Source: an optimization exercise on an open RTL-to-GDS flow (aim: a short achievable clock period and few clock cycles). Production flows keep margins and buffers that such runs may drop.
In this exercise RTL edits were held to simulation tests only and were not proved equivalent to the original.
Power figures rest on the tool's default switching activity, not on a simulated workload.

## design/flow/run.sh

```bash
#!/bin/bash
# synth_recipe.tcl (not shown) runs the flow's synth.tcl, then flattens the netlist and writes it again
# the make line also repeats each setting of config.mk as NAME=value (left out here)
make -C /OpenROAD-flow-scripts/flow DESIGN_CONFIG=/design/flow/config.mk WORK_HOME=/design/flow/orfs CLKGATE_MAP_FILE= SYNTH_SCRIPT=/design/flow/synth_recipe.tcl finish
```

## design/flow/config.mk

```make
export PLATFORM = sky130hd
export DESIGN_NAME = cpu_core
export DESIGN_NICKNAME = cpu_core
export VERILOG_FILES = /design/flow/design.v
export SDC_FILE = /design/flow/constraint.sdc
export NUM_CORES = 4
export LEC_CHECK = 0
export ABC_CLOCK_PERIOD_IN_PS = 2000
export CAP_MARGIN = 20
export CORE_MARGIN = 2
export CORE_UTILIZATION = 30
export PLACE_DENSITY = 0.5
export SETUP_SLACK_MARGIN = 4.7
export SLEW_MARGIN = 20
export TNS_END_PERCENT = 100
```

## design/flow/constraint.sdc

```tcl
create_clock -name core_clock -period 7.2 [get_ports {clk}]
set_input_delay 1.4400 -clock core_clock [delete_from_list [all_inputs] [get_ports {clk}]]
set_output_delay 1.4400 -clock core_clock [all_outputs]
set_load 0.01 [all_outputs]
```

## design/flow/design.v

```verilog
module cpu_core(
    input logic clk,
    input logic reset_n,
    output logic[5:0] imem_reg,
    input logic[31:0] imem_data,
    output logic dmem_write,
    output logic[5:0] dmem_reg,
    output logic[31:0] dmem_write_data,
    input logic[31:0] dmem_read_data
);
    function automatic logic [31:0] add32(input logic [31:0] a, input logic [31:0] b, input logic cin);
        logic [31:0] g, pp, gg, ppp;
        g = a & b;
        pp = a ^ b;
        gg = g;
        ppp = pp;
        gg[0] = g[0] | (pp[0] & cin);
        for (int l = 0; l < 5; l++) begin
            for (int i = 31; i >= 0; i--) begin
                if (i >= (1 << l)) begin
                    gg[i]  = gg[i] | (ppp[i] & gg[i - (1 << l)]);
                    ppp[i] = ppp[i] & ppp[i - (1 << l)];
                end
            end
        end
        add32 = pp ^ {gg[30:0], cin};
    endfunction
    function automatic logic [31:0] carry32(input logic [31:0] a, input logic [31:0] b, input logic cin);
        logic [31:0] g, pp, gg, ppp;
        g = a & b;
        pp = a ^ b;
        gg = g;
        ppp = pp;
        gg[0] = g[0] | (pp[0] & cin);
        for (int l = 0; l < 5; l++) begin
            for (int i = 31; i >= 0; i--) begin
                if (i >= (1 << l)) begin
                    gg[i]  = gg[i] | (ppp[i] & gg[i - (1 << l)]);
                    ppp[i] = ppp[i] & ppp[i - (1 << l)];
                end
            end
        end
        carry32 = {gg[30:0], cin};
    endfunction
    function automatic logic [5:0] add6(input logic [5:0] a, input logic [5:0] b);
        logic [5:0] g, pp, gg, ppp;
        g = a & b;
        pp = a ^ b;
        gg = g;
        ppp = pp;
        for (int l = 0; l < 3; l++) begin
            for (int i = 5; i >= 0; i--) begin
                if (i >= (1 << l)) begin
                    gg[i]  = gg[i] | (ppp[i] & gg[i - (1 << l)]);
                    ppp[i] = ppp[i] & ppp[i - (1 << l)];
                end
            end
        end
        add6 = pp ^ {gg[4:0], 1'b0};
    endfunction
    logic [3:0]  pc_f;                  
    logic [15:0] np_v, np_dir;          
    logic [3:0]  np_tgt [16];           
    logic        prev_ok, prev_dir;     
    logic [3:0]  prev_pc;               
    logic        d_valid, d_pdir;
    logic [31:0] d_ir;
    logic [3:0]  d_pc;
    logic        e_valid, e_pdir, e_br, e_lw, e_sub, e_wr;
    logic        t_misp, t_eq;            
    logic [3:0]  t_pc, t_alt;
    logic [31:0] e_a, e_b;
    logic [4:0]  e_rd;
    logic [3:0]  e_pc, e_alt;
    logic        r_wr;
    logic [4:0]  r_rd;
    logic [31:0] r_val;
    logic [31:0] rf [1:31];
    logic        mem_we;
    logic [5:0]  mem_addr;
    logic [31:0] mem_wdata;
    logic        f_jump, f_npv, f_pdir;
    logic [3:0]  f_jtgt, f_next;
    assign imem_reg = {pc_f, 2'b00};
    assign f_jump = imem_data[6:0] == 7'b1100011 && imem_data[19:15] == imem_data[24:20];
    assign f_jtgt = pc_f + {imem_data[25], imem_data[11:9]};
    assign f_npv  = np_v[pc_f];
    assign f_pdir = f_npv ? np_dir[pc_f] : f_jump;
    assign f_next = f_npv ? np_tgt[pc_f] : (f_jump ? f_jtgt : pc_f + 4'd1);
    logic [6:0]  d_op;
    logic [4:0]  d_rd, d_rs1, d_rs2;
    logic        d_is_op, d_is_opimm, d_is_lw, d_is_sw, d_is_br, d_wr, d_sub;
    logic [31:0] d_rf1, d_rf2, d_v1, d_v2, d_imm_i;
    logic        d_h1, d_h2;
    logic [5:0]  d_base, d_off;
    logic [3:0]  d_btgt;
    assign d_op  = d_ir[6:0];
    assign d_rd  = d_ir[11:7];
    assign d_rs1 = d_ir[19:15];
    assign d_rs2 = d_ir[24:20];
    assign d_is_op    = d_op == 7'b0110011;
    assign d_is_opimm = d_op == 7'b0010011;
    assign d_is_lw    = d_op == 7'b0000011 && d_ir[14:12] == 3'b010;
    assign d_is_sw    = d_op == 7'b0100011 && d_ir[14:12] == 3'b010;
    assign d_is_br    = d_op == 7'b1100011;
    assign d_wr       = (d_is_op || d_is_opimm || d_is_lw) && d_rd != 5'd0;
    assign d_sub      = d_is_op && d_ir[31:25] == 7'b0100000;
    assign d_imm_i    = {{20{d_ir[31]}}, d_ir[31:20]};
    logic [31:1] d_o1, d_o2;
    always_comb begin
        d_rf1 = '0;
        d_rf2 = '0;
        for (int r = 1; r < 32; r++) begin
            d_o1[r] = d_rs1 == 5'(r);
            d_o2[r] = d_rs2 == 5'(r);
            d_rf1 = d_rf1 | ({32{d_o1[r]}} & rf[r]);
            d_rf2 = d_rf2 | ({32{d_o2[r]}} & rf[r]);
        end
    end
    assign d_v1 = (r_wr && r_rd == d_rs1) ? r_val : d_rf1;
    assign d_v2 = (r_wr && r_rd == d_rs2) ? r_val : d_rf2;
    assign d_h1 = e_valid && e_wr && e_rd == d_rs1;
    assign d_h2 = e_valid && e_wr && e_rd == d_rs2;
    assign d_btgt = d_pc + {d_ir[25], d_ir[11:9]};
    logic [31:0] e_sum, e_res, d_opa, d_opb;
    logic        e_eq, e_misp;
    logic [31:0] e_p, e_c;
    assign e_p    = e_a ^ e_b;
    assign e_c    = carry32(e_a, e_b, e_sub);
    assign e_sum  = e_p ^ e_c;
    assign e_eq   = e_a == e_b;
    assign e_res  = e_lw ? dmem_read_data : e_sum;
    assign e_misp = e_valid && e_br && (e_eq != e_pdir);
    function automatic logic [31:0] fval(input logic h, input logic imm, input logic inv,
                                         input logic [31:0] v, input logic [31:0] immv);
        logic [31:0] early, late;
        early = (imm ? immv : v) ^ {32{inv}};
        late  = e_lw ? (dmem_read_data ^ {32{inv}}) : (e_p ^ {32{inv}} ^ e_c);
        fval  = (h && !imm) ? late : early;
    endfunction
    logic [31:0] d_sd;
    assign d_opa  = fval(d_h1, 1'b0, 1'b0, d_v1, 32'd0);
    assign d_opb  = fval(d_h2, d_is_opimm, d_sub, d_v2, d_imm_i);
    assign d_sd   = fval(d_h2, 1'b0, 1'b0, d_v2, 32'd0);
    assign d_base = d_opa[5:0];
    logic [5:0] m_addr, m_rf;
    logic       m_w;
    assign m_w    = r_wr && r_rd == d_rs1;
    assign m_rf   = d_rf1[5:0];
    assign m_addr = !d_h1 ? (m_w ? add6(r_val[5:0], d_off) : add6(m_rf, d_off))
                          : (e_lw ? add6(dmem_read_data[5:0], d_off) : add6(e_sum[5:0], d_off));
    assign d_off  = d_is_sw ? {d_ir[25], d_ir[11:7]} : d_ir[25:20];
    assign dmem_write      = mem_we;
    assign dmem_reg        = mem_addr;
    assign dmem_write_data = mem_wdata;
    always_ff @(posedge clk, negedge reset_n) begin
        if (!reset_n) begin
            pc_f    <= 4'd0;
            t_misp  <= 1'b0;
            prev_ok <= 1'b0;
            d_valid <= 1'b0;
            e_valid <= 1'b0;
            r_wr    <= 1'b0;
            mem_we  <= 1'b0;
        end else begin
            if (e_misp) begin
                pc_f     <= e_alt;
                prev_pc  <= e_pc;
                prev_dir <= e_eq;
            end else begin
                pc_f     <= f_next;
                prev_pc  <= pc_f;
                prev_dir <= f_pdir;
            end
            prev_ok <= 1'b1;
            d_valid <= !e_misp;
            e_valid <= d_valid && !e_misp;
            mem_we  <= d_valid && !e_misp && d_is_sw;
            r_wr    <= e_valid && e_wr;
            t_misp <= e_misp;
        end
    end
    always_ff @(posedge clk) begin
        t_pc  <= e_pc;
        t_eq  <= e_eq;
        t_alt <= e_alt;
        d_ir  <= imem_data;
        d_pc  <= pc_f;
        d_pdir <= f_pdir;
        e_a   <= d_opa;
        e_b   <= d_opb;
        e_sub <= d_sub;
        e_br  <= d_is_br;
        e_lw  <= d_is_lw;
        e_wr  <= d_wr;
        e_rd  <= d_rd;
        e_pc  <= d_pc;
        e_pdir <= d_pdir;
        e_alt <= d_pdir ? d_pc + 4'd1 : d_btgt;
        mem_addr  <= m_addr;
        mem_wdata <= d_sd;
        r_rd  <= e_rd;
        r_val <= e_res;
        if (r_wr)
            rf[r_rd] <= r_val;
    end
    genvar k;
    generate
        for (k = 0; k < 16; k++) begin : g_table
            logic w_j, w_prev, w_m;
            assign w_j    = f_jump && pc_f == 4'(k);
            assign w_prev = f_jump && prev_ok && prev_pc == 4'(k);
            assign w_m    = t_misp && t_pc == 4'(k);
            always_ff @(posedge clk, negedge reset_n) begin
                if (!reset_n)
                    np_v[k] <= 1'b0;
                else if (w_j || w_prev || w_m)
                    np_v[k] <= 1'b1;
            end
            always_ff @(posedge clk) begin
                if (w_m) begin
                    np_dir[k] <= t_eq;
                    np_tgt[k] <= t_alt;
                end else if (w_prev) begin
                    np_dir[k] <= prev_dir;
                    np_tgt[k] <= f_jtgt;
                end else if (w_j) begin
                    np_dir[k] <= 1'b1;
                    np_tgt[k] <= f_jtgt;
                end
            end
        end
    endgenerate
endmodule
```

==> run summary <==
==> placed cells by master, fill, tap and decap left out, drive strengths merged, types with 72 or more instances in the layout <==
| cell | count |
|---|---|
| clkbuf | 192 |
| a22o | 73 |
| a22oi | 770 |
| nand2 | 324 |
| a21oi | 131 |
| a221oi | 73 |
| nand3 | 116 |
| inv | 72 |
| dfxtp | 203 |
| o21ai | 136 |
| nor2 | 263 |
| edfxtp | 1077 |
| nand4 | 93 |
| buf | 743 |
==> layout make-up <==
class	instances	area, sq um	share of cell area [%]
Inverter	66	254	0.330
Clock buffer	184	3890	5.06
Antenna cell	12	30.0	0.0391
Multi-Input combinational cell	2695	22100	28.8
Sequential cell	1306	37200	48.4
Tap cell	2495	3120	4.06
Timing Repair Buffer	809	9390	12.2
Clock inverter	79	875	1.14
==> worst max-delay path by stage <==
stage	from	slack, ns	end
6_report	d_ir[15]$_DFF_P_	3.79	mem_addr[5]$_DFF_P_
5_1_grt	d_ir[17]$_DFF_P_	3.69	mem_addr[5]$_DFF_P_
4_1_cts	d_ir[17]$_DFF_P_	3.91	mem_addr[4]$_DFF_P_
3_5_place_dp	imem_data[23]	2.89	np_tgt[4][3]$_DFFE_PP_
3_3_place_gp	imem_data[23]	2.93	np_tgt[4][1]$_DFFE_PP_
2_1_floorplan	imem_data[3]	4.14	np_dir[11]$_DFFE_PP_
==> kinds of logic (layout without fill, tap and decap cells) <==
kind of cell / after synthesis / after routing / synth area share, %
mux: 74 / 74 / 1.61
flops: 1306 / 1306 / 65.2
simple gates: 1015 / 1020 / 8.50
other cells: 2 / 15 / 0.0132
buf+inv: 366 / 1138 / 2.97
xor+xnor: 100 / 100 / 1.54
fa+ha+maj: 70 / 70 / 1.64
compound gates: 1428 / 1428 / 18.5
==> where the power goes <==
part           switching [mW]  total, mW  internal (mW)
registers               0.963       10.4           9.46
logic                    2.84       4.87           2.03
clock network            3.24       7.62           4.38
==> state kept, by name, summed over array words and instances (netlist names), 32 cells and up <==
| signal | flops |
|---|---|
| mem_wdata | 32 |
| rf | 992 |
| d_ir | 32 |
| np_tgt | 64 |
| e_b | 32 |
| e_a | 32 |
| r_val | 32 |
==> metrics by stage <==
step	hold WS, ns	cells	util, %
after floorplan	0.326	4362	-
after global placement	0.338	6805	33.0
after detailed placement	0.342	6806	33.0
after CTS	0.353	7521	39.8
after global routing	0.361	7636	40.9
final	0.358	7646	40.9
==> repair_timing <==
| item | CTS | global route |
|---|---|---|
| cloned | 24 | 5 |
| pin swaps | 304 | 193 |
| setup buffers | 428 | 107 |
| resized for setup | 1116 | 248 |
| setup endpoints to repair | 1010 | 417 |
==> metal layers <==
layer | routed length (um) | track usage [%]
met1 | 106000 | 36.9
met3 | 47700 | 13.0
met5 | 100 | 0.223
met4 | 29900 | 21.7
met2 | 127000 | 44.4
==> qor.csv <==
metric,value,unit
path_class,flop to flop,
hold_depth,0,
synthArstFlopShare,1.99,%
clk-insertion-delay-late,0.84,ns
synth.most_common_cell,edfxtp_1,
cts_sinks,1306,
synth_top_area_share,56.9,%
layout.nets,5155,
crit_fanout,24,
ys.flop_type,edfxtp_1,
grt-ovfl-total,0,
power_leakage,26.5,nW
antenna_found_initial,17,
drt_iter0_markers,10900,
die_x,439,um
r2r_cells,16,
r2r_start,d_ir[15]$_DFF_P_,
syn2layout_area_growth,35.3,%
place_ws,2.89,ns
postRouteAntennaNets,0,
clockRootBuffer,clkbuf_16,
synth_edf_count,1077,
min_period,3.41,ns
io_pins,111,
hold_path.class,flop to flop,
initial_utilization,30.2,%
netlist_instances,4361,
critical_path_buf_inv_count,4,
power,22.9,mW
track_usage,30.8,%
grt_pass1_wl,407000,um
peakVddDrop,0.212,mV
drt-pass1-iter-count,12,
io_buffer_count,108,
n_fill_cell,17200,
yosysWarnings,2,
crit_path_cell_trace,buf_4 -> nand2b_4 -> buf_12 -> buf_12 -> nor2_4 -> buf_6 -> a22oi_1 -> nand3_1 -> or3_4 -> ha_4 -> a21o_1 -> a21o_1 -> maj3_2 -> a21oi_2 -> xnor2_1 -> o21ai_1,
rsz0062_at_grt,true,
start_kind,flop,
synth.distinct_cells,95,
postLayoutCellArea,0.0769,sq mm
cts_tree,built,
hold_end,t_alt[2]$_DFF_P_,
final-hold-violation-count,0,
dieArea,0.193,sq mm
hold_start,e_alt[2]$_DFF_P_,
htree_levels,4,
drcViolationCount,0,
worst-r2r-setup-slack,3.79,ns
via_per_inst,6.64,
crit_family,buffers and inverters,
cap_viol_max_count,0,
cp_data_arrival_time,4.13,ns
cts-buffers-inserted,143,
fmax,293,MHz
finalMaxSlewViolations,0,
wl_per_cell,40.5,um
drt_wl_total,310000,um
die_y,439,um
status,finished clean,
ys_ff_latch,1306,
ys_seq_area_share,65.2,%
power_density,298,mW/mm^2
clk_path_buf_depth,3,
worst_slack,3.79,ns
crit_required,7.92,ns
r2r_end,mem_addr[5]$_DFF_P_,
syn_area_per_cell,13.0,sq um
timing.final.crit_share,47.3,%
yosys.area.top_type,edfxtp_1,
drive_gt1_share,33.4,%
hold_buffers,0,
slowest_stage,buf_6,
placementRows,159,
fin_skew,0.0441,ns
post-dp-hpwl,161000,um
synthTopCellsByCount,"1,077 x edfxtp_1, 770 x a22oi_1, 322 x nand2_1",
slew_headroom,19.5,%
crit_path_end_kind,flop,
tightest_slew,1.21,ns
core-area,0.188,sq mm
setup_viol,0,
path_depth,16,
tns,0,ns
grt_max_degree,54,
ys_top_cells_by_area,"edfxtp_1 57%, a22oi_1 10%, dfxtp_1 7.2%, nand2_1 2.1%, nor2_1 1.7%",
slowest_delay,0.45,ns
grt_pass1_vias,47300,
finalWeightedCongestion,0.944,
clk_pin_slew,0.06,ns
vias,50800,
place_area,0.0620,sq mm
netlist_area,0.0568,sq mm
Testbench counts, summed over its fixed seeds: cycles 29,863.

afterwards: timing with drivers on the ports:
Ports are ideal in the flow. The routed layout listed here was re-timed in OpenROAD. Step 1 (the two cells are an assumption about what drives the block):
set clk [get_ports {clk}]
set_driving_cell -lib_cell sky130_fd_sc_hd__clkbuf_16 $clk
set_driving_cell -lib_cell sky130_fd_sc_hd__buf_2 [delete_from_list [all_inputs] $clk]
Step 2 moves the port delays by t, midway between the first and last clock arrival at a register: inputs arrive t later, outputs are due t later. That takes back most of the time a late clock gives input paths. Three values: no drivers, after step 1, after step 2; two values: the first two.
shift t [ns]: 0.913
setup WS [ns]: 3.793 / 3.793 / 3.500
worst setup path after step 2: input to register
slew at the worst register clock pin (ns): 0.07 / 0.07
pins driven straight from the clock port: 1
After both steps setup and hold are still met in this run. For this run, drivers alone change the setup slack by 0.000 ns; drivers and shift together by -0.293 ns.
